Context: an optimization exercise on an open-source flow, tuned for small area and a short achievable clock period. The choices shown serve that exercise and are no tape-out recipe. Only simulation tests tie the RTL to the original design; equivalence was not proved.

`flow/run.sh`:
```
#!/bin/bash
# The standard layout (the standard.sh, ORFS synthesis to final), with one
# change: the buffer that global placement puts on every input and output port
# is sky130_fd_sc_hd__buf_1 instead of the cell buffer_ports picks by default.
# make's full output goes to standard.log here; ORFS keeps each step's log
# under orfs/logs.
set -euo pipefail
cd "$(dirname "$0")/.."
bash standard.sh "BUFFER_PORTS_ARGS=-buffer_cell sky130_fd_sc_hd__buf_1" finish > standard.log 2>&1
```
`standard.sh`:
```
#!/bin/bash
# synth_recipe.tcl (not shown) runs the flow's synth.tcl, then flattens the netlist and writes it again
# the make line also repeats each setting of config.mk as NAME=value (left out here)
make -C /OpenROAD-flow-scripts/flow DESIGN_CONFIG=/design/flow/config.mk WORK_HOME=/design/flow/orfs CLKGATE_MAP_FILE= SYNTH_SCRIPT=/design/flow/synth_recipe.tcl "${@:-finish}"
```
`config.mk`:
```
export PLATFORM = sky130hd
export DESIGN_NAME = Layer_Decoder
export DESIGN_NICKNAME = Layer_Decoder
export VERILOG_FILES = /design/flow/design.v
export SDC_FILE = /design/flow/constraint.sdc
export NUM_CORES = 4
export LEC_CHECK = 0
export ABC_AREA = 1
export CAP_MARGIN = 20
export CORE_MARGIN = 2
export CORE_UTILIZATION = 70
export CTS_BUF_LIST = sky130_fd_sc_hd__clkbuf_4 sky130_fd_sc_hd__clkbuf_8
export SLEW_MARGIN = 20
```
`constraint.sdc`:
```
create_clock -name core_clock -period 200.0 [get_ports {clk}]
set_input_delay 40.0000 -clock core_clock [delete_from_list [all_inputs] [get_ports {clk}]]
set_output_delay 40.0000 -clock core_clock [all_outputs]
set_load 0.01 [all_outputs]
```
`design.v`:
```
module calc_tile_n #(
    parameter int HI = 12,
    parameter int LO = 0
) (
    input  logic [12:0]  rem_i,    
    input  logic [9:0]   den,
    output logic [HI:LO] quo,
    output logic [12:0]  rem_o     
);
function automatic logic [11:0] borrows(input logic [10:0] a, input logic [10:0] b);
    logic [11:0] bo;
    integer j;
    bo[0] = 1'b0;
    for (j = 0; j < 11; j = j + 1)
        bo[j+1] = (~a[j] & b[j]) | ((~a[j] | b[j]) & bo[j]);
    borrows = bo;
endfunction
logic [12:0] r [LO:HI+1];
assign r[HI+1] = rem_i;
assign rem_o   = r[LO];
genvar i;
generate
    for (i = HI; i >= LO; i--) begin : g_row
        localparam int W  = 13 - i;               
        localparam int WC = (W < 11) ? W : 11;    
        logic [10:0] a, b, nb;
        logic [11:0] bo;
        logic        hi_zero;
        assign a  = 11'(r[i+1] >> i) & ((11'd1 << WC) - 11'd1);
        assign b  = {1'b0, den} & ((11'd1 << WC) - 11'd1);
        if (WC < 10) begin : g_hz
            assign hi_zero = ~|den[9:WC];
        end else begin : g_nhz
            assign hi_zero = 1'b1;
        end
        assign bo     = borrows(a, b);
        assign quo[i] = hi_zero & ~bo[WC];
        assign nb     = (a ^ ({11{quo[i]}} & (b ^ bo[10:0]))) & ((11'd1 << WC) - 11'd1);
        if (i > 0) begin : g_lo
            assign r[i] = (13'(nb) << i) | (r[i+1] & ((13'd1 << i) - 13'd1));
        end else begin : g_last
            assign r[i] = 13'(nb);
        end
    end
endgenerate
endmodule
module Layer_Decoder (
    input  logic         clk,
    input  logic         rst_n,
    input logic uLD_en_i,  
    input  logic [5:0]   layer_id_i,
    input  logic [1:0]   layer_type_i,      
    input  logic [7:0]   in_R_i, in_C_i,    
    input  logic [10:0]   in_D_i, out_K_i,   
    input  logic [1:0]   stride_i,          
    input  logic [1:0]   pad_T_i, pad_B_i, pad_L_i, pad_R_i,
    input  logic [31:0]  base_ifmap_i,
    input  logic [31:0]  base_weight_i,
    input  logic [31:0]  base_bias_i,
    input  logic [31:0]  base_ofmap_i,
    input  logic [3:0]   flags_i,          
    input  logic [7:0]   quant_scale_i,    
    output logic [5:0]   layer_id_o,
    output logic [1:0]   layer_type_o,
    output logic [7:0]   padded_R_o, padded_C_o,
    output logic [10:0]   in_D_o, out_K_o,
    output logic [1:0]   stride_o,
    output logic [1:0]   pad_T_o, pad_B_o, pad_L_o, pad_R_o,
    output logic [1:0]   kH_o, kW_o,  
    output logic [31:0]  base_ifmap_o,
    output logic [31:0]  base_weight_o,
    output logic [31:0]  base_bias_o,
    output logic [31:0]  base_ofmap_o,
    output logic [3:0]   flags_o,
    output logic [5:0]   quant_scale_o,
    output logic [31:0]  tile_n_o,
    output logic [7:0]   tile_D_o,
    output logic [7:0]   tile_K_o,
    output logic [7:0]   tile_D_f_o,
    output logic [7:0]   tile_K_f_o,
    output logic [7:0]   in_R_o,
    output logic [7:0]   in_C_o,
    output logic [7:0]   out_R_o,
    output logic [7:0]   out_C_o
);
function automatic logic [7:0] div3(input logic [8:0] x);
    logic [1:0] r;
    logic [8:0] q;
    r = 2'd0;
    for (int i = 8; i >= 0; i--) begin
        q[i] = (r == 2'd2) | ((r == 2'd1) & x[i]);
        case ({r, x[i]})
            3'b001:  r = 2'd1;
            3'b010:  r = 2'd2;
            3'b100:  r = 2'd1;
            3'b101:  r = 2'd2;
            default: r = 2'd0;
        endcase
    end
    div3 = q[7:0];    
endfunction
function automatic logic [7:0] out_size(input logic [7:0] padded,
                                        input logic       k3,
                                        input logic [1:0] stride);
    logic [8:0] z;
    z = {1'b0, padded} + (k3 ? 9'd0 : 9'd2);
    case (stride)
        2'd2:    out_size = z[8:1];
        2'd3:    out_size = (z == 9'd0) ? 8'd86 : div3(z + 9'd2);
        default: out_size = 8'(z - 9'd2);
    endcase
endfunction
logic       k3_i;
logic [7:0] padded_C_i;
logic [7:0] out_C_d;
assign k3_i       = layer_type_i[0];              
assign padded_C_i = in_C_i + pad_L_i + pad_R_i;
assign out_C_d    = out_size(padded_C_i, k3_i, stride_i);
localparam int SPLIT = 8;
function automatic logic [12:0] tile_n_const(input logic [1:0] t);
    case (t)
        2'd0: tile_n_const = 13'd668;
        2'd2:  tile_n_const = 13'd2180;
        2'd3:    tile_n_const = 13'd586;
        default:    tile_n_const = 13'd0;
    endcase
endfunction
logic [9:0]        den_d;
logic [12:0]       num_d, rem_d;
logic [12:SPLIT]   quo_hi, tile_n_hi_d;
assign num_d = 13'd6542 + {3'd0, out_C_d, 2'b00};
assign den_d = {2'd0, in_C_i} + {1'b0, out_C_d, 1'b0};
calc_tile_n #(.HI(12), .LO(SPLIT)) calc_n_hi_u (
    .rem_i (num_d),
    .den   (den_d),
    .quo   (quo_hi),
    .rem_o (rem_d)
);
logic [12:0]       const_d;
assign const_d     = tile_n_const(layer_type_i);
assign tile_n_hi_d = (layer_type_i == 2'd1) ? quo_hi : const_d[12:SPLIT];
logic [12:SPLIT]   tile_n_hi;
logic [9:0]        den_q;
logic [12:0]       rem_q;
always_ff @(posedge clk or negedge rst_n) begin
    if (!rst_n) begin
        layer_id_o      <= 6'd0;
        layer_type_o    <= 2'd0;
        in_D_o          <= 11'd0;
        out_K_o         <= 11'd0;
        stride_o        <= 2'd0;
        pad_T_o         <= 2'd0;
        pad_B_o         <= 2'd0;
        pad_L_o         <= 2'd0;
        pad_R_o         <= 2'd0;
        base_ifmap_o    <= 32'd0;
        base_weight_o   <= 32'd0;
        base_bias_o     <= 32'd0;
        base_ofmap_o    <= 32'd0;
        flags_o         <= 4'd0;
        quant_scale_o   <= 6'd0;
        in_R_o          <= 8'd0;
        in_C_o          <= 8'd0;
        out_C_o         <= 8'd0;
        tile_n_hi       <= '0;
        den_q           <= 10'd0;
        rem_q           <= 13'd0;
    end
    else if (uLD_en_i) begin
        layer_id_o      <= layer_id_i;
        layer_type_o    <= layer_type_i;
        in_D_o          <= in_D_i;
        out_K_o         <= out_K_i;
        stride_o        <= stride_i;
        pad_T_o         <= pad_T_i;
        pad_B_o         <= pad_B_i;
        pad_L_o         <= pad_L_i;
        pad_R_o         <= pad_R_i;
        base_ifmap_o    <= base_ifmap_i;
        base_weight_o   <= base_weight_i;
        base_bias_o     <= base_bias_i;
        base_ofmap_o    <= base_ofmap_i;
        flags_o         <= flags_i;
        quant_scale_o   <= quant_scale_i[5:0];
        in_R_o          <= in_R_i;
        in_C_o          <= in_C_i;
        out_C_o         <= out_C_d;
        tile_n_hi       <= tile_n_hi_d;
        den_q           <= den_d;
        rem_q           <= rem_d;
    end
end
logic        loaded;                  
logic        pw, dw, std, lin;
assign loaded = |stride_o;
assign pw  = loaded & (layer_type_o == 2'd0);
assign dw  = (layer_type_o == 2'd1);
assign std = (layer_type_o == 2'd2);
assign lin = (layer_type_o == 2'd3);
assign padded_R_o = in_R_o + pad_T_o + pad_B_o;
assign padded_C_o = in_C_o + pad_L_o + pad_R_o;
assign out_R_o = out_size(padded_R_o, layer_type_o[0], stride_o);
assign kH_o = {layer_type_o[0], loaded};
assign kW_o = kH_o;
assign tile_D_o   = {2'b00, pw | lin, 1'b0, dw | std, 1'b0, dw | std, 1'b0};
assign tile_K_o   = tile_D_o;
assign tile_K_f_o = tile_D_o;
assign tile_D_f_o = {2'b00, pw | lin, 1'b0, std, 1'b0, std, dw};
logic [SPLIT-1:0] quo_lo;
logic [12:0]      rem_unused;
calc_tile_n #(.HI(SPLIT-1), .LO(0)) calc_n_lo_u (
    .rem_i (rem_q),
    .den   (den_q),
    .quo   (quo_lo),
    .rem_o (rem_unused)
);
logic [12:0]      const_q;
assign const_q = tile_n_const(layer_type_o);
always_comb begin
    tile_n_o = 32'd0;
    tile_n_o[12:SPLIT] = tile_n_hi;
    if (dw)
        tile_n_o[SPLIT-1:0] = quo_lo;
    else if (loaded)
        tile_n_o[SPLIT-1:0] = const_q[SPLIT-1:0];
end
endmodule
```
==> impl_metrics.csv, run 1 <==
group,metric,value,unit
setup_path,crit_type,"reg2out",
setup_path,critPathRequiredTime,160.00,ns
place,post-place-ws,149.12,ns
setup_path,cp_max_fo,16,
clocking,post_cts_buffers,0,
sta,drv_slew,0,
place,dp_cells,2733,
setup_path,worst-r2r-cell-count,2,
detailed_routing,via_per_inst,5.38,
setup_path,crit_path_start_kind,"flop",
synthesis,synthFlopType,"dfrtp_1",
clocking,cts_buffers,38,
synthesis,synth_edf_count,0,
global_routing,grt_max_degree,124,
clocking,clk_latency,0.54,ns
clocking,cts_tree,"done",
hold_path,hold_class,"reg2reg",
die,die_w,150,um
synthesis,ys_top_cells_by_count,"905 x nand2_1, 228 x dfrtp_1, 210 x inv_1",
synthesis,ys_ff_latch,228,
layout,drive_above_1_share,6.81,%
clocking,post_cts_resized,0,
detailed_routing,vias,15100,
sta,setup_tns,0,ns
layout,instances_no_fill,2802,
synthesis,syn-cell-area,0.0149,sq mm
place,portBuffers,452,
synthesis,synth_top_area_cell,"dfrtp_1",
synthesis,synth-seq-area-share,38.3,%
synthesis,syn_inst,2091,
setup_path,worst_setup_path_end_kind,"primary output",
sta,slew-limit-headroom,34.8,%
layout,nNetsFinal,2736,
outcome,status,"complete, no violations",
setup_path,critPathMaxStageDelay,0.79,ns
sta,worst_slew_pin_slew,0.978,ns
die,initial_core_util,71.1,%
synthesis,yosys.cell_types.count,56,
global_routing,grt_pass1_wl,70500,um
die,die_area,0.0225,sq mm
clocking,cts_sinks,228,
synthesis,yosys_warnings,5,
run,maxCapViolCount,0,
setup_path,arrival,11.09,ns
clocking,ctsHoldBuffers,0,
synthesis,synth_most_common_cell,"nand2_1",
synthesis,synth_top_area_share,38.3,%
synthesis,async_flop_share,100,%
hold_path,hold_path_end,"base_ifmap_o[25]",
clocking,h-tree-depth,2,
sta,fin_crit_sh,25.5,%
setup_path,path_common_cell,"nand3_2",
detailed_routing,dr.pass1.iters,5,
place,dp_hpwl,34800,um
layout,fillers,1518,
die,core-area,0.0210,sq mm
global_routing,grt_pass1_vias,13900,
detailed_routing,drt_wl_total,45700,um
global_routing,grt_usage,40.0,%
sta,setup_viol_count_final,0,
sta,fin_ws,148.91,ns
detailed_routing,drc_errors,0,
setup_path,ff2ff_setup_slack,198.48,ns
sta,finalClockSkew,0,ns
layout,area_growth,15.2,%
sta,timing.final.crit_period,51.09,ns
sta,holdWs,0.467,ns
die,die_h,150,um
die,ios,493,
synthesis,synthTopCellsByArea,"dfrtp_1 38%, nand2_1 23%, inv_1 5.3%",
die,rows,53,
detailed_routing,wl_per_cell,16.3,um
detailed_routing,antenna_left,0,
setup_path,r2r-end,"den_q[3]",
global_routing,antenna_found_initial,5,
setup_path,r2r_start,"den_q[3]",
clocking,cts.path.max_buffers,3,
detailed_routing,drt-initial-drc-count,1333,
setup_path,crit_path_top_delay_cell,"dfrtp_1",
hold_path,min_path_cells,2,
hold_path,hp-start,"base_ifmap_o[25]",
sta,fmax,19.6,MHz
global_routing,grt-ovfl-total,0,
sta,rsz0062_at_grt,"no",
place,routabilityCongestion,0.932,
clocking,clock_tree.root_cell,"clkbuf_8",
sta,final_hold_viol_count,0,
clocking,clk_pin_slew,0.06,ns
synthesis,avgSynthCellArea,7.12,sq um
## per-layer routing
| layer | global-route usage [%] | share of wire, % | up-vias |
|---|---|---|---|
| li1 | - | - | 7204 |
| met1 | 53.8 | 40 | 6992 |
| met2 | 59.1 | 44 | 712 |
| met3 | 11.4 | 10 | 160 |
| met4 | 20.9 | 5.7 | 2 |
| met5 | 0 | 0.015 | - |
## final cells by class
type                       instances  area, sq um  share of cell area, %
clock buffer                      56          683                   3.98
antenna                            3         7.51                 0.0438
timing repair buffer             458         1750                   10.2
sequential                       228         5710                   33.3
multi-input combinational       1550         7760                   45.2
inverter                         222          843                   4.92
clock inverter                    10         63.8                  0.372
tap                              275          344                   2.01
## worst max-delay path by stage
stage                     depth (start not counted)  slack [ns]  startpoint     endpoint
after floorplan                                  68      151.14   in_C_i[1]    rem_q[10]
after global placement                           66      149.57   in_C_i[0]    rem_q[11]
after detailed placement                         66      149.12   in_C_i[0]    rem_q[11]
after CTS                                        81      149.14    den_q[2]  tile_n_o[0]
after global routing                             81      147.94    den_q[2]  tile_n_o[0]
final                                            81      148.91    den_q[2]  tile_n_o[0]
## cells by family (layout without fill, tap and decap cells)
| group | after synthesis | in the layout | synth area share, % |
|---|---|---|---|
| AND/OR/NAND/NOR | 1224 | 1224 | 35.5 |
| AO/OA/AOI/OAI | 153 | 153 | 5.94 |
| buffers and inverters | 350 | 746 | 10.5 |
| other | 1 | 41 | 0.0252 |
| adder cells (fa/ha/maj) | 40 | 40 | 3.85 |
| flip-flops | 228 | 228 | 38.3 |
| XOR/XNOR | 95 | 95 | 5.84 |
## worst max-delay path, delay by kind of cell (launching register included)
family | cells | cell delay (ns)
and+or+nand+nor | 71 | 7.90
buffers and inverters | 5 | 0.91
DFF | 1 | 0.79
xor gates and xnor gates | 3 | 0.69
AOI/OAI and AO/OA | 2 | 0.19
## sequential cells by signal (all words and copies together), names as in the netlist, 4 cells and up
| name | count |
|---|---|
| out_C_o | 8 |
| base_ofmap_o | 32 |
| in_C_o | 7 |
| flags_o | 4 |
| den_q | 10 |
| layer_id_o | 6 |
| in_D_o | 11 |
| quant_scale_o | 6 |
| base_bias_o | 32 |
| tile_n_hi | 5 |
| rem_q | 12 |
| in_R_o | 8 |
| base_ifmap_o | 32 |
| base_weight_o | 32 |
| out_K_o | 11 |
## cells in the final DEF (no fill, tap or decap), types with 16 or more instances in the layout
master and n:
buf_1 450, xor2_1 69, o21ai_0 92, clkbuf_4 16, clkbuf_8 42, dfrtp_1 228, ha_1 29, xnor2_1 21
inv_1 210, nand3_2 39, nand4_1 17, conb_1 38, nand3_1 113, nand2_1 905, nor2_1 88, a21oi_1 20
## through the flow
step	utilization [%]	cell area [sq um]
CTS	81.8	17100
global route	81.9	17200
floorplan	-	15000
finish	81.9	17200
global placement	78.3	16400
detailed placement	78.3	16400
==> run 2, diff against run 1 <==
--- a/config.mk
+++ b/config.mk
@@ -8,6 +8,5 @@
 export ABC_AREA = 1
 export CAP_MARGIN = 20
 export CORE_MARGIN = 2
-export CORE_UTILIZATION = 70
-export CTS_BUF_LIST = sky130_fd_sc_hd__clkbuf_4 sky130_fd_sc_hd__clkbuf_8
+export CORE_UTILIZATION = 60
 export SLEW_MARGIN = 20
==> impl_metrics.csv, run 2 <==
group,metric,value,unit
outcome,status,"complete, no violations",
clocking,clk_pin_slew,0.06,ns
detailed_routing,via_per_inst,5.20,
hold_path,hold_class,"reg2reg",
global_routing,grt_usage,34.4,%
layout,mostFrequentLayoutCell,"nand2_1",
layout,multi_input_area,0.00776,sq mm
detailed_routing,wl_per_cell,15.9,um
clocking,clock_tree.root_cell,"clkbuf_16",
global_routing,grt_use_met1,47.9,%
layout,regArea,0.00571,sq mm
sta,finalClockSkew,0,ns
setup_path,crit_path_top_delay_cell,"dfrtp_1",
synthesis,synth_top_area_share,38.3,%
synthesis,synth_most_common_cell,"nand2_1",
setup_path,critPathRequiredTime,160.00,ns
layout,diodes,0,
setup_path,arrival,10.86,ns
die,core-area,0.0243,sq mm
die,ios,493,
global_routing,grt-ovfl-total,0,
sta,worst_slew_pin_slew,0.967,ns
global_routing,grt-busiest-layer,"met2",
clocking,cts_buffers,26,
synthesis,syn-cell-area,0.0149,sq mm
setup_path,path_common_cell,"nand3_2",
sta,fin_crit_sh,25.4,%
die,rows,57,
sta,setup_viol_count_final,0,
sta,holdWs,0.468,ns
global_routing,grt_pass1_wl,72600,um
setup_path,critPathMaxStageDelay,0.74,ns
clocking,post_cts_buffers,0,
sta,setup_tns,0,ns
sta,slew-limit-headroom,35.6,%
detailed_routing,drt-initial-drc-count,1168,
sta,timing.final.crit_period,50.86,ns
clocking,clk_latency,0.53,ns
sta,fmax,19.7,MHz
place,routabilityCongestion,0.927,
place,dp_hpwl,34800,um
detailed_routing,antenna_left,0,
die,initial_core_util,61.2,%
setup_path,worst_setup_path_end_kind,"primary output",
die,die_area,0.0261,sq mm
layout,nNetsFinal,2725,
global_routing,grt_use_met3,7.47,%
layout,drive_above_1_share,5.87,%
synthesis,async_flop_share,100,%
die,die_h,162,um
synthesis,synth_edf_count,0,
clocking,cts.path.max_buffers,3,
synthesis,synth_top_area_cell,"dfrtp_1",
layout,final_cell_mix,"905 x nand2_1, 450 x buf_1, 228 x dfrtp_1",
global_routing,antenna_found_initial,0,
sta,drv_slew,0,
detailed_routing,vias,14700,
clocking,ctsHoldBuffers,0,
synthesis,avgSynthCellArea,7.12,sq um
clocking,h-tree-depth,1,
global_routing,grt.met2_usage,54.0,%
hold_path,hp-start,"base_ofmap_o[9]",
synthesis,synthTopCellsByArea,"dfrtp_1 38%, nand2_1 23%, inv_1 5.3%",
setup_path,crit_type,"reg2out",
run,maxCapViolCount,0,
synthesis,yosys_warnings,5,
clocking,cts_tree,"done",
clocking,cts_sinks,228,
synthesis,ys_ff_latch,228,
detailed_routing,drc_errors,0,
setup_path,r2r_start,"den_q[3]",
synthesis,ys_top_cells_by_count,"905 x nand2_1, 228 x dfrtp_1, 210 x inv_1",
setup_path,crit_path_start_kind,"flop",
synthesis,yosys.cell_types.count,56,
die,die_w,162,um
global_routing,grt_pass1_vias,13900,
setup_path,crit_start,"den_q[2]",
layout,area_growth,16.5,%
detailed_routing,drt_wl_total,45100,um
setup_path,cp_max_fo,16,
synthesis,syn_inst,2091,
synthesis,synthFlopType,"dfrtp_1",
clocking,post_cts_resized,0,
synthesis,synth-seq-area-share,38.3,%
place,portBuffers,452,
detailed_routing,dr.pass1.iters,5,
sta,rsz0062_at_grt,"no",
sta,final_hold_viol_count,0,
global_routing,grt_max_degree,133,
layout,fillers,2138,
[run 2: cells by family (layout without fill, tap and decap cells)]
family,Yosys count,after routing,share of synthesized area [%]
adder cells (fa/ha/maj),40,40,3.85
XOR/XNOR,95,95,5.84
buffers and inverters,350,726,10.5
flip-flops,228,228,38.3
other,1,38,0.0252
AND/OR/NAND/NOR,1224,1224,35.5
AO/OA/AOI/OAI,153,153,5.94
[run 2: worst max-delay path, delay by kind of cell (launching register included)]
family | cells | cell delay (ns)
flops | 1 | 0.74
compound gates | 2 | 0.20
buf+inv | 6 | 0.99
simple gates | 69 | 7.45
xor+xnor | 4 | 0.87
[run 2: metrics by stage]
| step | setup slack (ns) | utilization, % | cells | area (sq um) |
|---|---|---|---|---|
| after floorplan | 151.14 | - | 2128 | 15000 |
| after global placement | 149.59 | 67.7 | 2783 | 16500 |
| after detailed placement | 149.25 | 67.7 | 2783 | 16500 |
| after CTS | 149.28 | 71.3 | 2828 | 17400 |
| after global routing | 147.96 | 71.3 | 2828 | 17400 |
| final | 149.14 | 71.3 | 2828 | 17400 |
[run 2: area by class of cell]
class                      count  share of cell area, %
tap                          324                   2.34
clock inverter                 8                  0.699
sequential                   228                   32.9
multi-input combinational   1550                   44.7
clock buffer                  37                   4.40
inverter                     222                   4.86
timing repair buffer         459                   10.1
[run 2: metal layers]
layer / share of wire, % / wire (um)
met1: 43 / 19400
met2: 46 / 20600
met3: 8.0 / 3620
met4: 3.3 / 1470
met5: 0 / 0
[run 2: final timing paths]
kind | to | slack [ns] | cells past startpoint
min in group asynchronous | base_bias_o[1] | 39.51 | 1
max in group asynchronous | base_ifmap_o[29] | 158.48 | 3
max reg2reg | den_q[3] | 198.52 | 2
max | tile_n_o[0] | 149.14 | 81
min | base_ofmap_o[9] | 0.47 | 2
min reg2reg | base_ofmap_o[9] | 0.47 | 2
==> run 3, diff against run 2 <==
--- a/design.v
+++ b/design.v
@@ -83,6 +83,23 @@
     output logic [7:0]   out_R_o,
     output logic [7:0]   out_C_o
 );
+function automatic logic [10:0] add11(input logic [10:0] x, input logic [10:0] y);
+    logic [10:0] g, t, g2, t2, c;
+    integer j, s;
+    g = x & y;
+    t = x | y;
+    for (s = 1; s < 11; s = s * 2) begin
+        g2 = g; t2 = t;
+        for (j = 0; j < 11; j = j + 1)
+            if (j >= s) begin
+                g2[j] = g[j] | (t[j] & g[j-s]);
+                t2[j] = t[j] & t[j-s];
+            end
+        g = g2; t = t2;
+    end
+    c = {g[9:0], 1'b0};
+    add11 = x ^ (y ^ c);
+endfunction
 function automatic logic [7:0] div3(input logic [8:0] x);
     logic [1:0] r;
     logic [8:0] q;
@@ -114,7 +131,7 @@
 logic [7:0] padded_C_i;
 logic [7:0] out_C_d;
 assign k3_i       = layer_type_i[0];              
-assign padded_C_i = in_C_i + pad_L_i + pad_R_i;
+assign padded_C_i = 8'(add11({3'b000, in_C_i}, {8'd0, 3'({1'b0, pad_L_i} + {1'b0, pad_R_i})}));
 assign out_C_d    = out_size(padded_C_i, k3_i, stride_i);
 localparam int SPLIT = 8;
 function automatic logic [12:0] tile_n_const(input logic [1:0] t);
@@ -128,8 +145,8 @@
 logic [9:0]        den_d;
 logic [12:0]       num_d, rem_d;
 logic [12:SPLIT]   quo_hi, tile_n_hi_d;
-assign num_d = 13'd6542 + {3'd0, out_C_d, 2'b00};
-assign den_d = {2'd0, in_C_i} + {1'b0, out_C_d, 1'b0};
+assign num_d = {add11({3'd0, out_C_d}, 11'd1635), 2'b10};
+assign den_d = 10'(add11({3'd0, in_C_i}, {2'b00, out_C_d, 1'b0}));
 calc_tile_n #(.HI(12), .LO(SPLIT)) calc_n_hi_u (
     .rem_i (num_d),
     .den   (den_d),
@@ -163,8 +180,6 @@
         in_C_o          <= 8'd0;
         out_C_o         <= 8'd0;
         tile_n_hi       <= '0;
-        den_q           <= 10'd0;
-        rem_q           <= 13'd0;
     end
     else if (uLD_en_i) begin
         layer_id_o      <= layer_id_i;
@@ -186,6 +201,10 @@
         in_C_o          <= in_C_i;
         out_C_o         <= out_C_d;
         tile_n_hi       <= tile_n_hi_d;
+    end
+end
+always_ff @(posedge clk) begin
+    if (uLD_en_i) begin
         den_q           <= den_d;
         rem_q           <= rem_d;
     end
--- a/config.mk
+++ b/config.mk
@@ -8,5 +8,8 @@
 export ABC_AREA = 1
 export CAP_MARGIN = 20
 export CORE_MARGIN = 2
-export CORE_UTILIZATION = 60
+export CORE_UTILIZATION = 70
+export CTS_BUF_LIST = sky130_fd_sc_hd__clkbuf_8 sky130_fd_sc_hd__clkbuf_16
+export CTS_CLUSTER_DIAMETER = 80
+export CTS_CLUSTER_SIZE = 24
 export SLEW_MARGIN = 20
==> impl_metrics.csv, run 3 <==
group,metric,value,unit
outcome,status,"complete, no violations",
sta,worst_slew_pin_slew,0.970,ns
synthesis,synthMuxAreaShare,0,%
die,ios,493,
clocking,clk_latency,0.47,ns
global_routing,antenna_found_initial,0,
synthesis,synth-seq-area-share,39.7,%
sta,drv_slew,0,
synthesis,syn_inst,2039,
global_routing,grt_use_met1,46.3,%
setup_path,worst_setup_path_end_kind,"primary output",
synthesis,synth_top_area_cell,"dfrtp_1",
place,portBuffers,452,
synthesis,synthTopCellsByArea,"dfrtp_1 35%, nand2_1 22%, inv_1 5.1%",
clocking,cts_tree,"done",
synthesis,synth_edf_count,21,
global_routing,grt-busiest-layer,"met2",
clocking,ctsHoldBuffers,0,
die,rows,52,
layout,fillers,1449,
detailed_routing,antenna_left,0,
setup_path,crit_family,"simple AND/OR/NAND/NOR gates",
run,maxCapViolCount,0,
layout,mostFrequentLayoutCell,"nand2_1",
synthesis,synthFlopType,"dfrtp_1",
synthesis,synth_top_area_share,35.4,%
global_routing,grt_usage,37.6,%
die,die_area,0.0221,sq mm
setup_path,crit_type,"reg2out",
clocking,post_cts_resized,0,
setup_path,cp_num_buf_inv,6,
die,initial_core_util,71.9,%
sta,rsz0062_at_grt,"no",
clocking,cts_buffers,13,
detailed_routing,drc_errors,0,
setup_path,critPathMaxStageDelay,0.64,ns
detailed_routing,via_per_inst,5.35,
setup_path,cp_max_fo,14,
global_routing,grt_max_degree,113,
global_routing,grt_pass1_wl,66500,um
sta,setup_viol_count_final,0,
synthesis,async_flop_share,90.8,%
sta,fmax,19.9,MHz
clocking,cts.path.max_buffers,3,
layout,final_core_util,81.4,%
synthesis,synth-adder-area-share,3.26,%
synthesis,yosys.cell_types.count,57,
global_routing,grt.met2_usage,64.1,%
hold_path,hold_class,"reg2reg",
place,dp_hpwl,32800,um
clocking,post_cts_buffers,0,
synthesis,synth-simple-area-share,34.6,%
layout,drive_above_1_share,4.72,%
synthesis,synth_compound_area_share,6.14,%
global_routing,grt_pass1_vias,13600,
layout,nNetsFinal,2662,
setup_path,crit_path_top_delay_cell,"edfxtp_1",
setup_path,crit_path_start_kind,"flop",
detailed_routing,wl_per_cell,15.7,um
clocking,clk_pin_slew,0.10,ns
synthesis,syn-cell-area,0.0146,sq mm
layout,final_cell_mix,"873 x nand2_1, 450 x buf_1, 207 x dfrtp_1",
synthesis,avgSynthCellArea,7.18,sq um
clocking,cts_sinks,228,
setup_path,critPathRequiredTime,160.00,ns
synthesis,yosys_warnings,5,
clocking,h-tree-depth,1,
layout,area_growth,13.2,%
clocking,clock_tree.root_cell,"clkbuf_16",
setup_path,path_common_cell,"nand3_2",
synthesis,synth_most_common_cell,"nand2_1",
detailed_routing,dr.pass1.iters,6,
global_routing,grt_use_met3,6.96,%
die,die_w,149,um
synthesis,ys_top_cells_by_count,"873 x nand2_1, 207 x dfrtp_1, 199 x inv_1",
global_routing,grt-ovfl-total,0,
die,die_h,149,um
detailed_routing,drt-initial-drc-count,1096,
sta,finalClockSkew,0,ns
synthesis,synth_top_family_by_area,"simple AND/OR/NAND/NOR gates",
detailed_routing,vias,14500,
sta,setup_tns,0,ns
synthesis,ys_ff_latch,228,
setup_path,arrival,10.23,ns
sta,final_hold_viol_count,0,
sta,slew-limit-headroom,35.3,%
synthesis,synthXorXnorAreaFrac,5.95,%
sta,fin_crit_sh,25.1,%
detailed_routing,drt_wl_total,42400,um
layout,diodes,0,
die,core-area,0.0204,sq mm
place,routabilityCongestion,0.962,
sta,timing.final.crit_period,50.24,ns
run 3: cells by family (layout without fill, tap and decap cells):
kind of cell / Yosys count / count (layout)
buffers and inverters: 338 / 697
AO/OA/AOI/OAI: 153 / 153
adder cells (fa/ha/maj): 33 / 33
XOR/XNOR: 96 / 96
flip-flops: 228 / 228
other: 1 / 38
AND/OR/NAND/NOR: 1190 / 1190
run 3: per-layer routing:
metal / vias up / wire (um)
li1: 7011 / -
met1: 6708 / 16300
met3: 120 / 3290
met5: - / 0
met2: 645 / 20700
met4: 0 / 2160
run 3: final cells by class:
type,instances,area (sq um),area share (%)
Multi-Input combinational cell,1510,7460,45.0
Sequential cell,228,5810,35.1
Timing Repair Buffer,460,1760,10.6
Inverter,218,823,4.97
Tap cell,270,338,2.04
Clock buffer,13,325,1.96
Clock inverter,6,53.8,0.325
run 3: per-stage QoR:
stage / instances / hold slack, ns / cell area [sq um] / worst slack (ns)
6_report: 2705 / 0.477 / 16600 / 149.77
5_1_grt: 2705 / 0.496 / 16600 / 148.67
4_1_cts: 2705 / 0.479 / 16600 / 149.91
3_5_place_dp: 2686 / 0.457 / 16200 / 149.75
3_3_place_gp: 2686 / 0.451 / 16200 / 150.20
2_1_floorplan: 2076 / 0.509 / 14800 / 151.34
run 3: tightest hold or removal path, cell delays in order, from the launching register on:
cell and delay (ns):
dfrtp_1 0.35, nand2_1 0.05, nand2_1 0.05
run 3: final timing paths:
path	start	endpoint	slack, ns	cells after the start
worst max-delay path	den_q[2]	tile_n_o[0]	149.77	80
worst min-delay path	base_ofmap_o[8]	base_ofmap_o[8]	0.48	2
worst max register to register	stride_o[1]	stride_o[1]	199.03	2
worst min register to register	base_ofmap_o[8]	base_ofmap_o[8]	0.48	2
max in group asynchronous	rst_n	base_ofmap_o[22]	158.81	2
min in group asynchronous	rst_n	base_ifmap_o[23]	39.63	1
==> run 4, diff against run 3 <==
--- a/config.mk
+++ b/config.mk
@@ -8,7 +8,7 @@
 export ABC_AREA = 1
 export CAP_MARGIN = 20
 export CORE_MARGIN = 2
-export CORE_UTILIZATION = 70
+export CORE_UTILIZATION = 75
 export CTS_BUF_LIST = sky130_fd_sc_hd__clkbuf_8 sky130_fd_sc_hd__clkbuf_16
 export CTS_CLUSTER_DIAMETER = 80
 export CTS_CLUSTER_SIZE = 24
==> impl_metrics.csv, run 4 <==
group,metric,value,unit
sta,fmax,19.8,MHz
global_routing,grt_usage,41.8,%
die,die_h,144,um
synthesis,avgSynthCellArea,7.18,sq um
clocking,cts.path.max_buffers,3,
clocking,cts_tree,"done",
layout,multi_input_area,0.00746,sq mm
sta,drv_slew,0,
global_routing,grt_pass1_vias,13900,
die,die_area,0.0207,sq mm
synthesis,async_flop_share,90.8,%
detailed_routing,vias,15000,
synthesis,synth_most_common_cell,"nand2_1",
setup_path,crit_start,"den_q[2]",
synthesis,yosys_warnings,5,
die,core-area,0.0193,sq mm
sta,slew-limit-headroom,26.2,%
layout,diodes,0,
global_routing,grt_pass1_wl,67600,um
clocking,post_cts_resized,0,
synthesis,synth_top_area_share,35.4,%
synthesis,ys_top_cells_by_count,"873 x nand2_1, 207 x dfrtp_1, 199 x inv_1",
clocking,clk_latency,0.48,ns
place,place_area,0.0162,sq mm
global_routing,grt_max_degree,114,
layout,regArea,0.00581,sq mm
clocking,cts_sinks,228,
detailed_routing,via_per_inst,5.55,
place,routabilityCongestion,0.944,
synthesis,yosys.cell_types.count,57,
die,ios,493,
sta,rsz0062_at_grt,"no",
run,maxCapViolCount,0,
detailed_routing,drc_errors,0,
die,initial_core_util,75.7,%
setup_path,cp_max_fo,14,
setup_path,crit_path_top_delay_cell,"edfxtp_1",
place,dp_cells,2679,
detailed_routing,drt-initial-drc-count,1292,
place,dp_hpwl,34200,um
sta,setup_viol_count_final,0,
clocking,clock_tree.root_cell,"clkbuf_16",
clocking,ctsHoldBuffers,0,
layout,fillers,1234,
layout,fin_area,0.0165,sq mm
outcome,status,"complete, no violations",
synthesis,synth-seq-area-share,39.7,%
clocking,post_cts_buffers,0,
setup_path,crit_path_start_kind,"flop",
sta,fin_crit_sh,25.3,%
layout,area_growth,12.9,%
detailed_routing,wl_per_cell,16.5,um
sta,final_hold_viol_count,0,
synthesis,synth_edf_count,21,
setup_path,worst_setup_path_end_kind,"primary output",
setup_path,r2r_start,"in_C_o[6]",
setup_path,ff2ff_setup_slack,199.05,ns
hold_path,hp-start,"in_D_o[1]",
detailed_routing,dr.pass1.iters,6,
sta,worst_slew_pin_slew,1.11,ns
layout,instances_no_fill,2698,
sta,finalClockSkew,0,ns
detailed_routing,drt_wl_total,44500,um
sta,setup_tns,0,ns
synthesis,synth_top_area_cell,"dfrtp_1",
hold_path,hold_class,"reg2reg",
synthesis,ys_ff_latch,228,
layout,drive_above_1_share,4.64,%
layout,final_cell_mix,"873 x nand2_1, 450 x buf_1, 207 x dfrtp_1",
die,rows,51,
clocking,h-tree-depth,1,
setup_path,crit_type,"reg2out",
setup_path,critPathMaxStageDelay,0.64,ns
setup_path,path_common_cell,"nand3_2",
setup_path,arrival,10.59,ns
place,portBuffers,452,
detailed_routing,antenna_left,0,
layout,nNetsFinal,2660,
clocking,clk_pin_slew,0.10,ns
layout,mostFrequentLayoutCell,"nand2_1",
setup_path,critPathRequiredTime,160.00,ns
die,die_w,144,um
synthesis,syn-cell-area,0.0146,sq mm
clocking,cts_buffers,13,
sta,timing.final.crit_period,50.59,ns
synthesis,synthTopCellsByArea,"dfrtp_1 35%, nand2_1 22%, inv_1 5.1%",
global_routing,grt-ovfl-total,0,
synthesis,synthFlopType,"dfrtp_1",
global_routing,antenna_found_initial,0,
synthesis,syn_inst,2039,
-- run 4: changes by cell type in the layout (fill, tap and decap cells not counted), sizes merged --
cell and delta:
clkinvlp +1, bufinv -1, buf -2
-- run 4: metrics by stage --
stage          hold slack [ns]  utilization (%)  setup WS (ns)
2_1_floorplan            0.509                -         151.34
3_3_place_gp             0.452             83.7         150.16
3_5_place_dp             0.456             83.7         149.75
4_1_cts                  0.478             85.5         149.59
5_1_grt                  0.494             85.5         148.39
6_report                 0.477             85.5         149.41
-- run 4: final timing paths --
kind,end,depth (start not counted)
setup / recovery,tile_n_o[0],82
hold / removal,in_D_o[1],2
setup reg to reg,in_C_o[6],2
hold reg to reg,in_D_o[1],2
max in group asynchronous,base_ofmap_o[0],2
min in group asynchronous,out_K_o[4],1
-- run 4: worst max-delay path: cells and delay by family (launching register included) --
family / cells / cell delay (ns)
simple gates: 72 / 7.47
buf+inv: 6 / 1.03
flops: 1 / 0.64
xor+xnor: 3 / 0.62
compound gates: 1 / 0.31
-- run 4: final cells by class --
class / count / area share, %
multi-input cells: 1510 / 45.1
flip-flops and latches: 228 / 35.1
repair buffers: 458 / 10.6
inverters: 218 / 4.98
well taps: 265 / 2.00
clock buffers: 13 / 1.97
clock inverters: 6 / 0.189
-- run 4: cells by family after synthesis --
| family | Yosys count | share of synthesized area [%] |
|---|---|---|
| adder cells (fa/ha/maj) | 33 | 3.26 |
| other | 1 | 0.0256 |
| XOR/XNOR | 96 | 5.95 |
| AO/OA/AOI/OAI | 153 | 6.14 |
| buffers and inverters | 338 | 10.3 |
| AND/OR/NAND/NOR | 1190 | 34.6 |
| flip-flops | 228 | 39.7 |
-- run 4: layer usage --
| layer | track usage [%] | part of all wire [%] |
|---|---|---|
| met4 | 26.8 | 7.4 |
| met2 | 70.0 | 48 |
| met1 | 47.9 | 35 |
| met3 | 10.3 | 9.6 |
| met5 | 0 | 0 |
==> run 5, diff against run 4 <==
--- a/config.mk
+++ b/config.mk
@@ -8,8 +8,9 @@
 export ABC_AREA = 1
 export CAP_MARGIN = 20
 export CORE_MARGIN = 2
-export CORE_UTILIZATION = 75
-export CTS_BUF_LIST = sky130_fd_sc_hd__clkbuf_8 sky130_fd_sc_hd__clkbuf_16
+export CORE_UTILIZATION = 70
+export CTS_BUF_LIST = sky130_fd_sc_hd__clkbuf_16
 export CTS_CLUSTER_DIAMETER = 80
 export CTS_CLUSTER_SIZE = 24
+export PLACE_DENSITY = 0.8
 export SLEW_MARGIN = 20
==> impl_metrics.csv, run 5 <==
group,metric,value,unit
global_routing,grt_pass1_wl,66500,um
layout,mostFrequentLayoutCell,"nand2_1",
detailed_routing,dr.pass1.iters,6,
global_routing,grt_pass1_vias,13600,
clocking,post_cts_buffers,0,
sta,timing.final.crit_period,50.24,ns
die,die_area,0.0221,sq mm
sta,slew-limit-headroom,35.3,%
die,core-area,0.0204,sq mm
synthesis,ys_ff_latch,228,
die,die_h,149,um
outcome,status,"complete, no violations",
detailed_routing,wl_per_cell,15.7,um
layout,nNetsFinal,2662,
synthesis,async_flop_share,90.8,%
synthesis,synth_top_area_share,35.4,%
die,ios,493,
setup_path,cp_max_fo,14,
clocking,h-tree-depth,1,
clocking,cts_buffers,13,
global_routing,grt-ovfl-total,0,
setup_path,crit_type,"reg2out",
sta,final_hold_viol_count,0,
synthesis,syn_inst,2039,
clocking,cts.path.max_buffers,3,
detailed_routing,drt_wl_total,42400,um
global_routing,grt_usage,37.6,%
clocking,clock_tree.root_cell,"clkbuf_16",
synthesis,synth_top_area_cell,"dfrtp_1",
detailed_routing,antenna_left,0,
clocking,cts_sinks,228,
sta,fin_crit_sh,25.1,%
layout,final_cell_mix,"873 x nand2_1, 450 x buf_1, 207 x dfrtp_1",
clocking,clk_latency,0.47,ns
global_routing,grt_use_met1,46.3,%
sta,worst_slew_pin_slew,0.970,ns
clocking,cts_tree,"done",
sta,setup_viol_count_final,0,
synthesis,synthFlopType,"dfrtp_1",
sta,setup_tns,0,ns
synthesis,avgSynthCellArea,7.18,sq um
synthesis,yosys.cell_types.count,57,
setup_path,worst_setup_path_end_kind,"primary output",
place,routabilityCongestion,0.962,
global_routing,antenna_found_initial,0,
synthesis,synthTopCellsByArea,"dfrtp_1 35%, nand2_1 22%, inv_1 5.1%",
layout,area_growth,13.2,%
synthesis,ys_top_cells_by_count,"873 x nand2_1, 207 x dfrtp_1, 199 x inv_1",
setup_path,critPathRequiredTime,160.00,ns
global_routing,grt_max_degree,113,
global_routing,grt-busiest-layer,"met2",
clocking,clk_pin_slew,0.10,ns
detailed_routing,vias,14500,
synthesis,yosys_warnings,5,
synthesis,synth_edf_count,21,
sta,fmax,19.9,MHz
global_routing,grt_use_met3,6.96,%
synthesis,synth-seq-area-share,39.7,%
setup_path,crit_path_start_kind,"flop",
place,portBuffers,452,
die,die_w,149,um
sta,finalClockSkew,0,ns
setup_path,critPathMaxStageDelay,0.64,ns
clocking,ctsHoldBuffers,0,
layout,drive_above_1_share,4.72,%
sta,rsz0062_at_grt,"no",
die,rows,52,
clocking,post_cts_resized,0,
detailed_routing,drc_errors,0,
setup_path,arrival,10.23,ns
setup_path,path_common_cell,"nand3_2",
detailed_routing,drt-initial-drc-count,1096,
detailed_routing,via_per_inst,5.35,
place,dp_hpwl,32800,um
run,maxCapViolCount,0,
sta,drv_slew,0,
hold_path,hold_class,"reg2reg",
die,initial_core_util,71.9,%
global_routing,grt.met2_usage,64.1,%
setup_path,crit_path_top_delay_cell,"edfxtp_1",
synthesis,synth_most_common_cell,"nand2_1",
synthesis,syn-cell-area,0.0146,sq mm
layout,diodes,0,
run 5: cell counts after synthesis:
Identical to the previous run, type by type.
run 5: layer usage:
layer,routed length [um],vias to the layer above,part of all wire [%]
met1,16300,6708,38
met4,2160,0,5.1
met2,20700,645,49
met3,3290,120,7.8
met5,0,-,0
li1,-,7011,-
run 5: area by class of cell:
| cell class | instances | area [sq um] |
|---|---|---|
| clock buffer | 13 | 325 |
| clock inverter | 6 | 53.8 |
| fill | 1449 | 3790 |
| inverter | 218 | 823 |
| multi-input combinational | 1510 | 7460 |
| sequential | 228 | 5810 |
| tap | 270 | 338 |
| timing repair buffer | 460 | 1760 |
run 5: stage by stage:
step,setup WS (ns),hold slack (ns),instances,cell area [sq um],utilization (%)
finish,149.77,0.477,2705,16600,81.4
global route,148.67,0.496,2705,16600,81.4
CTS,149.91,0.479,2705,16600,81.4
detailed placement,149.75,0.457,2686,16200,79.5
global placement,150.20,0.451,2686,16200,79.5
floorplan,151.34,0.509,2076,14800,-
run 5: logic make-up (layout without fill, tap and decap cells):
kind of cell    count (synthesis)  count (layout)  synth area share [%]
other cells                     1              38                0.0256
compound gates                153             153                  6.14
fa+ha+maj                      33              33                  3.26
buf+inv                       338             697                  10.3
xor+xnor                       96              96                  5.95
simple gates                 1190            1190                  34.6
flops                         228             228                  39.7
run 5: worst paths after layout:
check / from / endpoint / cells past startpoint / slack [ns]
min in group asynchronous: rst_n / base_ifmap_o[23] / 1 / 39.63
worst min-delay path: base_ofmap_o[8] / base_ofmap_o[8] / 2 / 0.48
worst min register to register: base_ofmap_o[8] / base_ofmap_o[8] / 2 / 0.48
max in group asynchronous: rst_n / base_ofmap_o[22] / 2 / 158.81
worst max register to register: stride_o[1] / stride_o[1] / 2 / 199.03
worst max-delay path: den_q[2] / tile_n_o[0] / 80 / 149.77
run 5: critical path, delay by kind of cell, from the launching register on:
family                    cells  cell delay, ns
and+or+nand+nor              69            7.14
buffers and inverters         6            1.01
xor gates and xnor gates      4            0.78
DFF                           1            0.64
AOI/OAI and AO/OA             1            0.12
==> run 6, diff against run 5 <==
--- a/config.mk
+++ b/config.mk
@@ -9,8 +9,7 @@
 export CAP_MARGIN = 20
 export CORE_MARGIN = 2
 export CORE_UTILIZATION = 70
-export CTS_BUF_LIST = sky130_fd_sc_hd__clkbuf_16
-export CTS_CLUSTER_DIAMETER = 80
-export CTS_CLUSTER_SIZE = 24
-export PLACE_DENSITY = 0.8
+export CTS_BUF_LIST = sky130_fd_sc_hd__clkbuf_8 sky130_fd_sc_hd__clkbuf_16
+export CTS_CLUSTER_DIAMETER = 100
+export CTS_CLUSTER_SIZE = 30
 export SLEW_MARGIN = 20
==> impl_metrics.csv, run 6 <==
group,metric,value,unit
layout,regArea,0.00581,sq mm
layout,fillers,1459,
layout,multi_input_area,0.00746,sq mm
place,routabilityCongestion,0.962,
global_routing,grt-ovfl-total,0,
layout,fin_area,0.0165,sq mm
detailed_routing,drt_wl_total,41800,um
detailed_routing,wl_met3,3170,um
setup_path,worst_setup_path_end_kind,"primary output",
global_routing,grt_usage,36.7,%
detailed_routing,antenna_left,0,
synthesis,yosys_warnings,5,
layout,drive_above_1_share,4.73,%
synthesis,synthTopCellsByArea,"dfrtp_1 35%, nand2_1 22%, inv_1 5.1%",
setup_path,crit_type,"reg2out",
detailed_routing,wl_met1,16100,um
clocking,cts_buffers,11,
synthesis,avgSynthCellArea,7.18,sq um
synthesis,ys_ff_latch,228,
setup_path,crit_path_top_delay_cell,"edfxtp_1",
synthesis,ys_top_cells_by_count,"873 x nand2_1, 207 x dfrtp_1, 199 x inv_1",
clocking,post_cts_buffers,0,
sta,fin_ws,149.84,ns
setup_path,path_common_cell,"nand3_2",
sta,fin_crit_sh,25.1,%
synthesis,syn-cell-area,0.0146,sq mm
clocking,post_cts_resized,0,
place,place_area,0.0162,sq mm
clocking,cts_sinks,228,
sta,rsz0062_at_grt,"no",
sta,finalClockSkew,0,ns
synthesis,synth_edf_count,21,
detailed_routing,via_per_inst,5.33,
synthesis,yosys.cell_types.count,57,
global_routing,antenna_found_initial,0,
die,die_w,149,um
die,core-area,0.0204,sq mm
place,post-place-ws,149.75,ns
clocking,clk_pin_slew,0.10,ns
global_routing,grt_pass1_wl,65100,um
sta,timing.final.crit_period,50.16,ns
layout,mostFrequentLayoutCell,"nand2_1",
global_routing,grt_max_degree,113,
synthesis,synth_top_area_share,35.4,%
run,maxCapViolCount,0,
detailed_routing,drt-initial-drc-count,980,
sta,holdWs,0.480,ns
die,rows,52,
sta,setup_tns,0,ns
detailed_routing,highest_layer,"met4",
clocking,h-tree-depth,1,
synthesis,syn_inst,2039,
setup_path,crit_path_start_kind,"flop",
sta,fmax,19.9,MHz
global_routing,grt_pass1_vias,13300,
outcome,status,"complete, no violations",
synthesis,synth-seq-area-share,39.7,%
clocking,clock_tree.root_cell,"clkbuf_16",
layout,final_cell_mix,"873 x nand2_1, 450 x buf_1, 207 x dfrtp_1",
synthesis,async_flop_share,90.8,%
clocking,cts_tree,"done",
place,portBuffers,452,
clocking,cts.path.max_buffers,3,
place,dp_hpwl,32800,um
sta,drv_slew,0,
layout,final_core_util,81.1,%
die,initial_core_util,71.9,%
die,ios,493,
sta,worst_slew_pin_slew,0.963,ns
sta,setup_viol_count_final,0,
detailed_routing,drc_errors,0,
die,die_h,149,um
setup_path,critPathRequiredTime,160.00,ns
setup_path,cp_max_fo,14,
detailed_routing,vias,14400,
sta,slew-limit-headroom,35.8,%
hold_path,hold_class,"reg2reg",
synthesis,synthFlopType,"dfrtp_1",
detailed_routing,dr.pass1.iters,6,
detailed_routing,wl_per_cell,15.5,um
die,die_area,0.0221,sq mm
layout,area_growth,12.8,%
clocking,ctsHoldBuffers,0,
setup_path,arrival,10.16,ns
layout,nNetsFinal,2660,
sta,final_hold_viol_count,0,
detailed_routing,wl_met2,20500,um
setup_path,critPathMaxStageDelay,0.64,ns
synthesis,synth_most_common_cell,"nand2_1",
synthesis,synth_top_area_cell,"dfrtp_1",
clocking,clk_latency,0.47,ns
==> run 6: changes by cell type in the layout (fill, tap and decap cells not counted), sizes merged <==
cell / delta
bufinv: -1
clkinv: +1
diode: +1
inv: -2
==> run 6: final timing paths <==
path | end | startpoint | cells after the start | slack (ns)
setup / recovery | tile_n_o[0] | den_q[2] | 80 | 149.84
hold / removal | out_K_o[6] | out_K_o[6] | 2 | 0.48
setup reg to reg | stride_o[1] | stride_o[1] | 2 | 199.02
hold reg to reg | out_K_o[6] | out_K_o[6] | 2 | 0.48
max in group asynchronous | base_bias_o[27] | rst_n | 2 | 158.85
min in group asynchronous | base_ifmap_o[23] | rst_n | 1 | 39.63
==> run 6: final cells by class <==
| type | instances | area share [%] |
|---|---|---|
| Tap cell | 270 | 2.04 |
| Sequential cell | 228 | 35.2 |
| Clock buffer | 13 | 1.83 |
| Antenna cell | 1 | 0.0151 |
| Multi-Input combinational cell | 1510 | 45.2 |
| Inverter | 218 | 4.98 |
| Clock inverter | 4 | 0.114 |
| Timing Repair Buffer | 460 | 10.7 |
==> run 6: logic make-up after synthesis <==
family,after synthesis,share of synthesized area [%]
AOI/OAI and AO/OA,153,6.14
xor gates and xnor gates,96,5.95
adders and majority gates,33,3.26
other,1,0.0256
and+or+nand+nor,1190,34.6
DFF,228,39.7
buffers and inverters,338,10.3
==> run 6: worst max-delay path, delay by kind of cell (launching register included) <==
kind	cells	cell delay [ns]
compound gates	1	0.12
xor+xnor	4	0.76
buf+inv	6	1.01
flops	1	0.64
simple gates	69	7.08
==> run 6: metal layers <==
metal  global-route usage, %  vias to the layer above
met4                    16.6                        0
met2                    63.3                      612
met1                    45.4                     6689
met5                       0                        -
met3                    6.53                      108
li1                        -                     7006
==> run 6: per-stage QoR <==
stage | cells
3_5_place_dp | 2686
6_report | 2704
3_3_place_gp | 2686
5_1_grt | 2703
4_1_cts | 2703
2_1_floorplan | 2076
==> run 7, diff against run 6 <==
--- a/design.v
+++ b/design.v
@@ -127,12 +127,24 @@
         default: out_size = 8'(z - 9'd2);
     endcase
 endfunction
+function automatic logic [7:0] out_size_fast(input logic [7:0] padded,
+                                             input logic       k3,
+                                             input logic [1:0] stride);
+    logic [10:0] p11;
+    p11 = {3'b000, padded};
+    case (stride)
+        2'd2:    out_size_fast = 8'(add11(p11, k3 ? 11'd0 : 11'd2) >> 1);
+        2'd3:    out_size_fast = (k3 && padded == 8'd0) ? 8'd86
+                                 : div3(9'(add11(p11, k3 ? 11'd2 : 11'd4)));
+        default: out_size_fast = 8'(add11(p11, k3 ? 11'h7fe : 11'd0));
+    endcase
+endfunction
 logic       k3_i;
 logic [7:0] padded_C_i;
 logic [7:0] out_C_d;
 assign k3_i       = layer_type_i[0];              
 assign padded_C_i = 8'(add11({3'b000, in_C_i}, {8'd0, 3'({1'b0, pad_L_i} + {1'b0, pad_R_i})}));
-assign out_C_d    = out_size(padded_C_i, k3_i, stride_i);
+assign out_C_d    = out_size_fast(padded_C_i, k3_i, stride_i);
 localparam int SPLIT = 8;
 function automatic logic [12:0] tile_n_const(input logic [1:0] t);
     case (t)
--- a/config.mk
+++ b/config.mk
@@ -10,6 +10,6 @@
 export CORE_MARGIN = 2
 export CORE_UTILIZATION = 70
 export CTS_BUF_LIST = sky130_fd_sc_hd__clkbuf_8 sky130_fd_sc_hd__clkbuf_16
-export CTS_CLUSTER_DIAMETER = 100
-export CTS_CLUSTER_SIZE = 30
+export CTS_CLUSTER_DIAMETER = 80
+export CTS_CLUSTER_SIZE = 24
 export SLEW_MARGIN = 20
==> impl_metrics.csv, run 7 <==
group,metric,value,unit
die,rows,52,
clocking,cts_tree,"done",
clocking,ctsHoldBuffers,0,
synthesis,syn_inst,2055,
synthesis,async_flop_share,90.8,%
setup_path,r2r_start,"stride_o[1]",
sta,slew-limit-headroom,30.3,%
setup_path,path_common_cell,"nand3_2",
setup_path,worst_setup_path_end_kind,"primary output",
setup_path,critPathMaxStageDelay,0.56,ns
detailed_routing,drc_errors,0,
clocking,cts_buffers,14,
global_routing,grt_pass1_wl,73500,um
clocking,post_cts_resized,0,
global_routing,grt_usage,42.1,%
synthesis,ys_ff_latch,228,
layout,fillers,1398,
global_routing,grt_pass1_vias,14400,
sta,finalClockSkew,0,ns
detailed_routing,drt-initial-drc-count,1358,
layout,mostFrequentLayoutCell,"nand2_1",
synthesis,avgSynthCellArea,7.13,sq um
die,die_area,0.0221,sq mm
detailed_routing,vias,15200,
sta,fmax,19.8,MHz
detailed_routing,antenna_left,0,
die,die_h,149,um
synthesis,synthTopCellsByArea,"dfrtp_1 35%, nand2_1 23%, inv_1 5.3%",
setup_path,crit_family,"simple AND/OR/NAND/NOR gates",
layout,area_growth,13.6,%
synthesis,synth-seq-area-share,39.7,%
place,portBuffers,452,
clocking,clk_pin_slew,0.10,ns
synthesis,ys_top_cells_by_count,"882 x nand2_1, 207 x dfrtp_1, 207 x inv_1",
die,ios,493,
run,maxCapViolCount,0,
clocking,post_cts_buffers,0,
layout,multi_input_area,0.00744,sq mm
clocking,clock_tree.root_cell,"clkbuf_16",
global_routing,antenna_found_initial,1,
setup_path,cp_max_fo,14,
detailed_routing,dr.pass1.iters,8,
place,routabilityCongestion,0.985,
synthesis,yosys.cell_types.count,57,
synthesis,synth_top_area_cell,"dfrtp_1",
sta,rsz0062_at_grt,"no",
place,post-place-ws,150.10,ns
setup_path,arrival,10.62,ns
setup_path,r2r-end,"stride_o[1]",
sta,worst_slew_pin_slew,1.05,ns
global_routing,grt-ovfl-total,0,
setup_path,critPathRequiredTime,160.00,ns
clocking,clk_latency,0.49,ns
place,dp_cells,2704,
die,die_w,149,um
sta,setup_viol_count_final,0,
hold_path,min_path_cells,2,
synthesis,synthFlopType,"dfrtp_1",
hold_path,hold_class,"reg2reg",
detailed_routing,wl_per_cell,17.3,um
synthesis,syn-cell-area,0.0146,sq mm
sta,drv_slew,0,
sta,timing.final.crit_period,50.62,ns
synthesis,yosys_warnings,5,
sta,fin_ws,149.38,ns
clocking,h-tree-depth,1,
setup_path,crit_type,"reg2out",
setup_path,ff2ff_setup_slack,199.02,ns
layout,nNetsFinal,2682,
sta,setup_tns,0,ns
synthesis,synth_most_common_cell,"nand2_1",
layout,drive_above_1_share,4.32,%
detailed_routing,drt_wl_total,47200,um
synthesis,synth_edf_count,21,
clocking,cts.path.max_buffers,3,
sta,final_hold_viol_count,0,
setup_path,worst-r2r-cell-count,2,
die,core-area,0.0204,sq mm
global_routing,grt_max_degree,105,
setup_path,crit_path_start_kind,"flop",
hold_path,hold_path_end,"out_K_o[2]",
outcome,status,"complete, no violations",
hold_path,hp-start,"out_K_o[2]",
setup_path,cp_num_buf_inv,8,
synthesis,synth_top_area_share,35.4,%
layout,final_cell_mix,"882 x nand2_1, 450 x buf_1, 209 x inv_1",
die,initial_core_util,71.9,%
detailed_routing,via_per_inst,5.58,
setup_path,crit_path_top_delay_cell,"edfxtp_1",
layout,instances_no_fill,2726,
sta,fin_crit_sh,25.3,%
layout,regArea,0.00581,sq mm
place,dp_hpwl,34900,um
clocking,cts_sinks,228,
run 7: cell count changes after synthesis, sizes merged, moves of 2 or more:
| cell | delta |
|---|---|
| a31oi | +4 |
| nor3 | -3 |
| nand4 | +4 |
| nor4 | +2 |
| o211ai | -3 |
| xor2 | +3 |
| a21oi | +2 |
| nand3 | +7 |
| inv | +5 |
| nand2 | +6 |
| xnor2 | -2 |
| or2 | -2 |
| o31ai | -3 |
run 7: worst max path at each step:
stage | to | startpoint | cells past startpoint | slack [ns]
2_1_floorplan | rem_q[9] | pad_L_i[0] | 61 | 151.89
3_3_place_gp | rem_q[9] | pad_L_i[0] | 65 | 150.61
3_5_place_dp | rem_q[9] | pad_L_i[0] | 67 | 150.10
4_1_cts | tile_n_o[0] | den_q[1] | 77 | 149.65
5_1_grt | tile_n_o[0] | den_q[1] | 82 | 148.37
6_report | tile_n_o[0] | den_q[1] | 77 | 149.38
run 7: final cells by class:
type	instances	area share, %
Antenna cell	1	0.0150
Clock buffer	15	2.26
Clock inverter	6	0.301
Inverter	223	5.07
Multi-Input combinational cell	1521	44.7
Sequential cell	228	34.9
Tap cell	270	2.03
Timing Repair Buffer	462	10.7
run 7: worst reg2reg max path, stage by stage (launching register included):
cell	delay, ns
dfrtp_1	0.57
inv_1	0.17
o21ai_0	0.16
run 7: metrics by stage:
stage | cell area [sq um] | hold WS, ns | util, %
after floorplan | 14800 | 0.509 | -
after global placement | 16200 | 0.452 | 79.6
after detailed placement | 16200 | 0.456 | 79.6
after CTS | 16600 | 0.478 | 81.7
after global routing | 16600 | 0.493 | 81.7
final | 16600 | 0.475 | 81.7
run 7: metal layers:
layer / vias up / part of all wire [%] / global-route usage [%] / routed length [um]
met5: - / 0 / 0 / 0
met4: 0 / 6.8 / 23.7 / 3200
met3: 209 / 9.7 / 7.30 / 4590
met2: 954 / 47 / 69.2 / 22400
met1: 6984 / 36 / 53.1 / 17000
li1: 7066 / - / - / -
run 7: cells by family (layout without fill, tap and decap cells):
group / count (synthesis) / count (layout) / share of synthesized area (%)
simple gates: 1202 / 1202 / 34.7
other cells: 1 / 39 / 0.0256
flops: 228 / 228 / 39.7
compound gates: 150 / 150 / 5.86
fa+ha+maj: 34 / 34 / 3.35
xor+xnor: 97 / 97 / 5.90
buf+inv: 343 / 706 / 10.4

-- static timing again, ports no longer ideal --
How much do the figures lean on ideal ports? The routed layouts below were timed once more, with nothing changed but the port constraints.
Step 1 assumes that a clkbuf_16 drives the clock port and a buf_2 every other input.
Step 2 also shifts input and output timing later by t, the mid clock arrival at the registers, as if the neighbouring blocks saw the same clock.
Three values: no drivers, after step 1, after step 2; two values: the first two.
| run | t, ns | setup WS [ns] | worst hold slack (ns) |
|---|---|---|---|
| run 1 | 0.575 | 148.907 / 148.865 / 148.843 | 0.467 / 0.467 / 0.467 |
| run 2 | 0.575 | 149.139 / 149.093 / 148.948 | 0.468 / 0.468 / 0.468 |
| run 3 | 0.533 | 149.765 / 149.716 / 149.467 | 0.477 / 0.477 / 0.477 |
| run 4 | 0.530 | 149.410 / 149.358 / 149.494 | 0.477 / 0.477 / 0.477 |
| run 5 | 0.533 | 149.765 / 149.716 / 149.467 | 0.477 / 0.477 / 0.477 |
| run 6 | 0.528 | 149.837 / 149.786 / 149.501 | 0.480 / 0.480 / 0.480 |
| run 7 | 0.530 | 149.380 / 149.331 / 149.860 | 0.475 / 0.475 / 0.475 |
After both steps setup and hold are still met in every run listed. For run 6, which loses most, drivers alone change the setup slack by -0.051 ns; drivers and shift together by -0.336 ns.
